Context: an optimization exercise on an open-source flow, tuned for a short achievable clock period and few clock cycles. The choices shown serve that exercise and are no tape-out recipe. Only simulation tests tie the RTL to the original design; equivalence was not proved. The flow treats the clock pin as an ideal source, which a real chip does not have. No activity file was given, so power comes from the tool's default toggle rates.

==> inputs of branch fjord <==
## mnpk01
module mnpk01 (
    input         clk,
    input         rst,
    output [15:0] rom_addr,
    input  [7:0]  rom_data,
    output [15:0] ram_addr,
    output [7:0]  ram_wdata,
    output        ram_we,
    input  [7:0]  ram_rdata,
    output        halted
);
export LEC_CHECK = 0
export ABC_CLOCK_PERIOD_IN_PS = 2500
export CAP_MARGIN = 20
export CORE_MARGIN = 2
export CORE_UTILIZATION = 40
export SLEW_MARGIN = 20
export TNS_END_PERCENT = 100
create_clock -name core_clock -period 9.0 [get_ports {clk}]
standard.sh (not shown) runs the stock make flow with config.mk's settings and CLKGATE_MAP_FILE= SYNTH_SCRIPT=/design/flow/synth_recipe.tcl, a recipe that flattens the netlist after the stock synthesis.
==> flow/flow/run.sh <==
#!/bin/bash
# The standard layout (the standard.sh: standard synthesis, ORFS
# floorplan to finish), with the timing repair aiming well past the clock
# period: repair_timing's setup margin makes it keep improving the paths
# after the 9 ns constraint is met.
set -euo pipefail
bash standard.sh SETUP_SLACK_MARGIN=6.4 finish > standard.log 2>&1
==> inputs of branch harbor, as changes to branch fjord <==
--- a/flow/design.v
+++ b/flow/design.v
@@ -18,25 +18,12 @@
     reg        d_mvi, d_mov, d_mvib, d_load, d_store, d_jmp, d_alu;
     reg [7:0]  b1, b2, q;
     reg [31:0] sela, selb;           
     wire op_multi = ((rom_data >= 8'h01) && (rom_data <= 8'h0B)) ||
                     ((rom_data[7:4] == 4'h1) && (rom_data[3:0] <= 4'hD));
     wire op_halt  = (rom_data == 8'hFF);
-    reg jcond;
-    always @(*) begin
-        case (jop)
-            4'h6:    jcond = 1'b1;
-            4'h7:    jcond = fz;
-            4'h8:    jcond = ~fz;
-            4'h9:    jcond = fc;
-            4'hA:    jcond = ~fc;
-            4'hB:    jcond = fn;
-            default: jcond = 1'b0;
-        endcase
-    end
-    wire [31:0] rom_sel = 32'd1 << rom_data[4:0];
     reg        x_valid;
     reg        w_valid, w_alu, w_both;
     reg [31:0] w_we;
     reg [7:0]  w_a, w_b, w_hi;
     reg        w_cin;
     reg        w_sum, w_and, w_or, w_xor, w_not, w_shl, w_shr, w_rol, w_pass;
@@ -44,35 +31,65 @@
     reg [31:0] r_we;
     reg [7:0]  r_lo, r_hi;
     reg [15:0] ram_addr_r;
     reg [7:0]  ram_wdata_r;
     reg        ram_we_r;
     reg        halted_r;
-    wire flags_busy = w_valid & w_alu;    
-    wire skip  = (st == B1) & d_jmp & ~flags_busy & ~jcond;
-    wire take  = (st == B2) & d_jmp & jcond;
+    wire [8:0] sum = {1'b0, w_a} + {1'b0, w_b} + {8'd0, w_cin};
+    wire       w_fl   = w_valid & w_alu;
+    wire       zero_f = ((w_a ^ w_b) == {w_a[6:0] | w_b[6:0], w_cin});
+    wire       nz = w_fl ? (w_zf & zero_f) : fz;
+    wire       nc = w_fl ? ((w_c_co & sum[8]) | (w_c_nco & ~sum[8]) |
+                            (w_cmp & sum[8] & ~zero_f) | (w_c7 & w_a[7]) | (w_c0 & w_a[0]))
+                         : fc;
+    wire       nn = w_fl ? (w_cmp & ~sum[8]) : fn;
+    function jc;
+        input [3:0] o;
+        input z, c, n;
+        case (o)
+            4'h6:    jc = 1'b1;
+            4'h7:    jc = z;
+            4'h8:    jc = ~z;
+            4'h9:    jc = c;
+            4'hA:    jc = ~c;
+            4'hB:    jc = n;
+            default: jc = 1'b0;
+        endcase
+    endfunction
+    wire jcondf = jc(jop, nz, nc, nn);           
+    wire op_cj  = (rom_data[7:4] == 4'h0) && (rom_data[3:0] >= 4'h7) && (rom_data[3:0] <= 4'hB);
+    wire op_nt  = op_cj & ~jc(rom_data[3:0], fz, fc, fn) & ~(x_valid & d_alu) & ~w_fl;
+    wire [31:0] rom_sel = 32'd1 << rom_data[4:0];
+    wire skip0 = (st == OP) & op_nt;
+    wire skip  = (st == B1) & d_jmp & ~jcondf;
+    reg  take_r;                       
+    wire take  = take_r;
     wire last3 = (st == B2) & (d_mvi | d_mov | d_alu);
     wire last4 = (st == B3);
     wire disp  = ~hlt & (last3 | last4);
     always @(posedge clk or posedge rst) begin
         if (rst) begin
             pc  <= 16'h0000;
             st  <= OP;
+            take_r <= 1'b0;
             hlt <= 1'b0;
         end else begin
+            take_r <= (st == B1) & d_jmp & jcondf;
             if (take)
                 pc <= {rom_data, b1};
+            else if (skip0)
+                pc <= pc + 16'd3;
             else if (skip)
                 pc <= pc + 16'd2;
             else
                 pc <= pc + 16'd1;
             case (st)
                 OP: begin
                     if (op_halt)
                         hlt <= 1'b1;
-                    st <= op_multi ? B1 : OP;
+                    st <= (op_multi & ~op_nt) ? B1 : OP;
                 end
                 B1:      st <= skip ? OP : B2;
                 B2:      st <= (d_mvib | d_load | d_store) ? B3 : OP;
                 default: st <= OP;
             endcase
         end
@@ -114,14 +131,12 @@
             if (r_we[i])
                 rf[i] <= (i < 16) ? r_lo : r_hi;
     end
     wire [3:0] aop = jop;
     wire x_wr = x_valid & (d_mvi | d_mov | d_mvib | d_load | d_alu);
     wire [31:0] x_we = d_mvib ? {sela[15:0] | sela[31:16], sela[15:0] | sela[31:16]} : sela;
-    wire [8:0] sum = {1'b0, w_a} + {1'b0, w_b} + {8'd0, w_cin};
-    wire       zero = (sum[7:0] == 8'h00);
     wire [7:0] res = ({8{w_sum}}  & sum[7:0])
                    | ({8{w_and}}  & (w_a & w_b))
                    | ({8{w_or}}   & (w_a | w_b))
                    | ({8{w_xor}}  & (w_a ^ w_b))
                    | ({8{w_not}}  & ~w_a)
                    | ({8{w_shl}}  & {w_a[6:0], 1'b0})
@@ -144,29 +159,23 @@
             w_valid  <= x_wr;
             w_alu    <= x_valid & d_alu;
             w_we     <= x_wr ? x_we : 32'h0;
             ram_we_r <= x_valid & d_store;
             r_we     <= w_we;
             if (w_valid & w_alu) begin
-                fz <= w_zf & zero;
-                fc <= (w_c_co & sum[8]) | (w_c_nco & ~sum[8]) |
-                      (w_cmp & sum[8] & ~zero) | (w_c7 & w_a[7]) | (w_c0 & w_a[0]);
-                fn <= w_cmp & ~sum[8];
+                fz <= w_zf & zero_f;
+                fc <= nc;
+                fn <= nn;
             end
             rv <= rv | r_we;
-            if (hlt | ((st == OP) & op_halt & ~(x_valid & d_store)))
-                halted_r <= 1'b1;
+            halted_r <= hlt | ((st == OP) & op_halt & ~(x_valid & d_store));
         end
     end
     always @(posedge clk) begin
-        if (last4 & d_load)
-            ram_addr_r <= {rom_data, b2};
-        if (x_valid & d_store) begin
-            ram_addr_r  <= {b2, b1};
-            ram_wdata_r <= qb;
-        end
+        ram_addr_r  <= (last4 & d_load) ? {rom_data, b2} : {b2, b1};
+        ram_wdata_r <= qb;
         w_both <= d_mvib;
         w_hi   <= q;
         if (d_alu)
             w_a <= qa;
         else if (d_mvi)
             w_a <= q;
==> inputs of branch delta, as changes to branch fjord <==
==> flow/design.v (replaced) <==
module mnpk01 (
    input         clk,
    input         rst,
    output [15:0] rom_addr,
    input  [7:0]  rom_data,
    output [15:0] ram_addr,
    output [7:0]  ram_wdata,
    output        ram_we,
    input  [7:0]  ram_rdata,
    output        halted
);
    localparam OP = 2'd0, B1 = 2'd1, B2 = 2'd2, B3 = 2'd3;
    reg [15:0] pc;
    reg [1:0]  st;
    reg        hlt;
    reg        fz, fc, fn;
    reg [3:0]  jop;
    reg        d_mvi, d_mov, d_mvib, d_load, d_store, d_jmp, d_alu;
    reg [7:0]  b1, b2, q;
    wire op_multi = ((rom_data >= 8'h01) && (rom_data <= 8'h0B)) ||
                    ((rom_data[7:4] == 4'h1) && (rom_data[3:0] <= 4'hD));
    wire op_halt  = (rom_data == 8'hFF);
    reg        x_valid;
    reg        w_valid, w_alu, w_both;
    reg        w_wlo, w_whi;
    reg [3:0]  w_reg;
    reg [7:0]  w_a, w_b, w_hi;
    reg        w_cin;
    reg        w_sum, w_and, w_or, w_xor, w_not, w_shl, w_shr, w_rol, w_pass;
    reg        w_zf, w_c_co, w_c_nco, w_cmp, w_c7, w_c0;
    reg        r_wlo, r_whi;
    reg [3:0]  r_reg;
    reg [7:0]  r_lo, r_hi;
    reg [15:0] ram_addr_r;
    reg [7:0]  ram_wdata_r;
    reg        ram_we_r;
    reg        halted_r;
    wire [8:0] sum = {1'b0, w_a} + {1'b0, w_b} + {8'd0, w_cin};
    wire       w_fl   = w_valid & w_alu;
    wire       zero_f = ((w_a ^ w_b) == {w_a[6:0] | w_b[6:0], w_cin});
    wire       nz = w_zf & zero_f;
    wire       nc = (w_c_co & sum[8]) | (w_c_nco & ~sum[8]) |
                    (w_cmp & sum[8] & ~zero_f) | (w_c7 & w_a[7]) | (w_c0 & w_a[0]);
    wire       nn = w_cmp & ~sum[8];
    reg  [4:0] ntm;                    
    reg  [5:0] jt;                     
    wire op_nt = (st == OP) && (rom_data[7:4] == 4'h0) &&
                 (((rom_data[3:0] == 4'h7) & ntm[0]) | ((rom_data[3:0] == 4'h8) & ntm[1]) |
                  ((rom_data[3:0] == 4'h9) & ntm[2]) | ((rom_data[3:0] == 4'hA) & ntm[3]) |
                  ((rom_data[3:0] == 4'hB) & ntm[4]));
    wire take  = jt[0] | (jt[1] & fz) | (jt[2] & ~fz) | (jt[3] & fc) | (jt[4] & ~fc) | (jt[5] & fn);
    wire last3 = (st == B2) & (d_mvi | d_mov | d_alu);
    wire last4 = (st == B3);
    wire disp  = ~hlt & (last3 | last4);
    wire [15:0] pc_a = take ? {rom_data, b1} : pc + 16'd1;
    always @(posedge clk or posedge rst) begin
        if (rst) begin
            pc  <= 16'h0000;
            st  <= OP;
            ntm <= 5'h00;
            jt  <= 6'h00;
            hlt <= 1'b0;
        end else begin
            pc  <= op_nt ? pc + 16'd3 : pc_a;
            ntm <= {5{~(disp & d_alu) & ~(x_valid & d_alu) & ~w_fl}} & {~fn, fc, ~fc, fz, ~fz};
            jt  <= {6{(st == B1) & d_jmp}} & (6'd1 << (jop - 4'd6));
            case (st)
                OP: begin
                    if (op_halt)
                        hlt <= 1'b1;
                    st <= (op_multi & ~op_nt) ? B1 : OP;
                end
                B1:      st <= B2;
                B2:      st <= (d_mvib | d_load | d_store) ? B3 : OP;
                default: st <= OP;
            endcase
        end
    end
    always @(posedge clk) begin
        q    <= rom_data;
        if (st == OP) begin
            jop     <= rom_data[3:0];
            d_mvi   <= (rom_data == 8'h01);
            d_mov   <= (rom_data == 8'h02);
            d_mvib  <= (rom_data == 8'h03);
            d_load  <= (rom_data == 8'h04);
            d_store <= (rom_data == 8'h05);
            d_jmp   <= (rom_data >= 8'h06) && (rom_data <= 8'h0B);
            d_alu   <= (rom_data[7:4] == 4'h1) && (rom_data[3:0] <= 4'hD);
        end
        if (st == B1) begin
            b1   <= rom_data;
        end
        if (st == B2)
            b2 <= rom_data;
    end
    reg [7:0]  rf [0:31];             
    reg [31:0] rv;                    
    wire [7:0] qa = rv[b1[4:0]] ? rf[b1[4:0]] : 8'h00;
    wire [7:0] qb = rv[q[4:0]]  ? rf[q[4:0]]  : 8'h00;
    wire [31:0] r_we = {{16{r_whi}} & (16'd1 << r_reg), {16{r_wlo}} & (16'd1 << r_reg)};
    integer i;
    always @(posedge clk) begin
        for (i = 0; i < 32; i = i + 1)
            if (r_we[i])
                rf[i] <= (i < 16) ? r_lo : r_hi;
    end
    wire [3:0] aop = jop;
    wire x_wr = x_valid & (d_mvi | d_mov | d_mvib | d_load | d_alu);
    wire [7:0] res = ({8{w_sum}}  & sum[7:0])
                   | ({8{w_and}}  & (w_a & w_b))
                   | ({8{w_or}}   & (w_a | w_b))
                   | ({8{w_xor}}  & (w_a ^ w_b))
                   | ({8{w_not}}  & ~w_a)
                   | ({8{w_shl}}  & {w_a[6:0], 1'b0})
                   | ({8{w_shr}}  & {1'b0, w_a[7:1]})
                   | ({8{w_rol}}  & {w_a[6:0], w_a[7]})
                   | ({8{w_pass}} & w_a);
    always @(posedge clk or posedge rst) begin
        if (rst) begin
            x_valid  <= 1'b0;
            w_valid  <= 1'b0;
            w_alu    <= 1'b0;
            w_wlo    <= 1'b0;
            w_whi    <= 1'b0;
            r_wlo    <= 1'b0;
            r_whi    <= 1'b0;
            rv       <= 32'h0;
            ram_we_r <= 1'b0;
            fz <= 1'b0; fc <= 1'b0; fn <= 1'b0;
            halted_r <= 1'b0;
        end else begin
            x_valid  <= disp;
            w_valid  <= x_wr;
            w_alu    <= x_valid & d_alu;
            w_wlo    <= x_wr & (d_mvib | ~b1[4]);
            w_whi    <= x_wr & (d_mvib | b1[4]);
            ram_we_r <= x_valid & d_store;
            r_wlo    <= w_wlo;
            r_whi    <= w_whi;
            if (w_fl) begin
                fz <= nz;
                fc <= nc;
                fn <= nn;
            end
            rv <= rv | r_we;
            halted_r <= hlt | ((st == OP) & op_halt & ~(x_valid & d_store));
        end
    end
    always @(posedge clk) begin
        ram_addr_r  <= (last4 & d_load) ? {rom_data, b2} : {b2, b1};
        ram_wdata_r <= qb;
        w_both <= d_mvib;
        w_reg  <= b1[3:0];
        r_reg  <= w_reg;
        w_hi   <= q;
        if (d_alu)
            w_a <= qa;
        else if (d_mvi)
            w_a <= q;
        else if (d_mvib)
            w_a <= b2;
        else if (d_load)
            w_a <= ram_rdata;
        else
            w_a <= qb;
        case (aop)
            4'h1, 4'hB: w_b <= ~qb;      
            4'h2:       w_b <= 8'h00;    
            4'h3:       w_b <= 8'hFF;    
            default:    w_b <= qb;
        endcase
        w_cin   <= (aop == 4'h1) | (aop == 4'h2) | (aop == 4'hB);
        w_sum   <= d_alu & (aop <= 4'h3);
        w_and   <= d_alu & (aop == 4'h4);
        w_or    <= d_alu & (aop == 4'h5);
        w_xor   <= d_alu & (aop == 4'h6);
        w_not   <= d_alu & (aop == 4'h7);
        w_shl   <= d_alu & (aop == 4'h8);
        w_shr   <= d_alu & (aop == 4'h9);
        w_rol   <= d_alu & (aop == 4'hA);
        w_pass  <= ~d_alu | (aop == 4'hB) | (aop == 4'hC);
        w_zf    <= (aop == 4'h0) | (aop == 4'h1) | (aop == 4'h3) | (aop == 4'hB);
        w_c_co  <= (aop == 4'h0) | (aop == 4'h2);
        w_c_nco <= (aop == 4'h1) | (aop == 4'h3);
        w_cmp   <= (aop == 4'hB);
        w_c7    <= (aop == 4'h8) | (aop == 4'hA);
        w_c0    <= (aop == 4'h9);
        r_lo <= res;
        r_hi <= w_both ? w_hi : res;
    end
    assign rom_addr  = pc;
    assign ram_addr  = ram_addr_r;
    assign ram_wdata = ram_wdata_r;
    assign ram_we    = ram_we_r;
    assign halted    = halted_r;
endmodule
==> flow/flow/run.sh (replaced) <==
#!/bin/bash
set -euo pipefail
here=$(pwd)
bash standard.sh SETUP_SLACK_MARGIN=6.4 PRE_CTS_TCL="$here/flow/pre_cts.tcl" finish > standard.log 2>&1
==> flow/flow/pre_cts.tcl (new file) <==
proc my_remove_clock_root {} {
  set block [ord::get_db_block]
  set clk_net [$block findNet clk]
  set roots {}
  foreach it [$clk_net getITerms] {
    lappend roots [$it getInst]
  }
  if { [llength $roots] != 1 } {
    puts "remove_clock_root: clk drives [llength $roots] cells, left as is"
    return
  }
  set root [lindex $roots 0]
  set out_net ""
  foreach it [$root getITerms] {
    if { [$it isOutputSignal] } { set out_net [$it getNet] }
  }
  if { $out_net == "" } { return }
  set loads {}
  foreach it [$out_net getITerms] {
    if { [$it getInst] != $root } { lappend loads $it }
  }
  if { [llength $loads] > 4 || [llength [$out_net getBTerms]] > 0 } {
    puts "remove_clock_root: root drives [llength $loads] pins, left as is"; foreach l $loads { puts "  [[$l getInst] getName] [[[$l getInst] getMaster] getName] [$l getIoType]" }
    return
  }
  puts "remove_clock_root: removing [$root getName], clk now drives [llength $loads] buffers"
  foreach it [$root getITerms] {
    if { [$it getNet] != "NULL" } { $it disconnect }
  }
  foreach it $loads {
    $it disconnect
    $it connect $clk_net
  }
  odb::dbInst_destroy $root
  odb::dbNet_destroy $out_net
}

rename clock_tree_synthesis my_clock_tree_synthesis
proc clock_tree_synthesis { args } {
  my_clock_tree_synthesis {*}$args
  my_remove_clock_root
}
==> run summary <==
Share of cell area taken by multi-input logic gates: branch fjord 25.9%; branch delta 32.7%; branch harbor 27.5%
Post-route non-filler standard cell count: branch fjord 2513; branch delta 2701; branch harbor 2714
Reg power frac: branch fjord 50.2%; branch delta 42.8%; branch harbor 47.7%
Clock buffer and inverter area fraction after layout: branch fjord 7.50%; branch delta 6.44%; branch harbor 7.41%
Number of H-tree levels: branch fjord 2; branch delta -; branch harbor 2
EDFF count, synth: branch fjord 339; branch delta 283; branch harbor 315
Multi-input combinational gate total: branch fjord 954; branch delta 1115; branch harbor 1077
Synthesized area per cell: branch fjord 13.4 um2; branch delta 12.1 um2; branch harbor 12.4 um2
Sequential-cell power consumption: branch fjord 3.52 mW; branch delta 2.98 mW; branch harbor 3.48 mW
Number of detailed-route iterations in the first pass: branch fjord 9; branch delta 7; branch harbor 8
Slew of the pin with the lowest slew margin: branch fjord 1100 ps; branch delta 1270 ps; branch harbor 1100 ps
Area grow syn2layout: branch fjord 15.8%; branch delta 32.6%; branch harbor 21.5%
Post-layout instance area: branch fjord 0.0257 mm2; branch delta 0.0273 mm2; branch harbor 0.0273 mm2
Number of rows in the core area: branch fjord 86; branch delta 83; branch harbor 86
Clk sink count: branch fjord 559; branch delta 454; branch harbor 560
Proportion of synthesized chip area in sequential cells: branch fjord 68.4%; branch delta 59.6%; branch harbor 66.8%
Synthesized-area fraction occupied by and/or/nand/nor cells: branch fjord 11.3%; branch delta 15.0%; branch harbor 16.3%
Post-placement cell count: branch fjord 2371; branch delta 2428; branch harbor 2529
Status: branch fjord complete, no violations; branch delta complete, no violations; branch harbor complete, no violations
Clock insertion delay at the later pin of the skew report: branch fjord 650 ps; branch delta 410 ps; branch harbor 670 ps
Testbench counts of branch fjord, summed over its fixed seeds: cycles 47,411.
Testbench counts of branch harbor, summed over its fixed seeds: cycles 46,571.
Testbench counts of branch delta, summed over its fixed seeds: cycles 47,035.

## port drivers added, routing unchanged
No port has a modelled driver above. Below, the same layouts with a new extraction and two added sets of constraints. Step 1, drivers: a clkbuf_16 drives clk and a buf_2 each remaining input, both assumed. Step 2, shift: input delay + t, output delay - t, t = (earliest + latest rising clock arrival at the registers) / 2. This alone moves slack from input paths to output paths. Slacks: ideal ports / drivers / drivers and shift; pairs: ideal ports / drivers.
| run | shift t [ns] | slack for setup (ns) | latest minus earliest clock arrival (ns) | slew at the worst register clock pin (ns) |
|---|---|---|---|---|
| branch fjord | 0.692 | 5.954 / 5.898 / 5.860 | 0.048 / 0.048 | 0.07 / 0.07 |
| branch harbor | 0.701 | 5.540 / 5.509 / 4.808 | 0.050 / 0.050 | 0.07 / 0.07 |
| branch delta | 0.532 | 5.606 / 5.582 / 5.159 | 0.036 / 0.035 | 0.07 / 0.07 |
After both steps setup and hold are still met in every run listed. The setup slack of branch harbor, which loses most, moves by -0.031 ns with the drivers and by -0.732 ns with both steps.
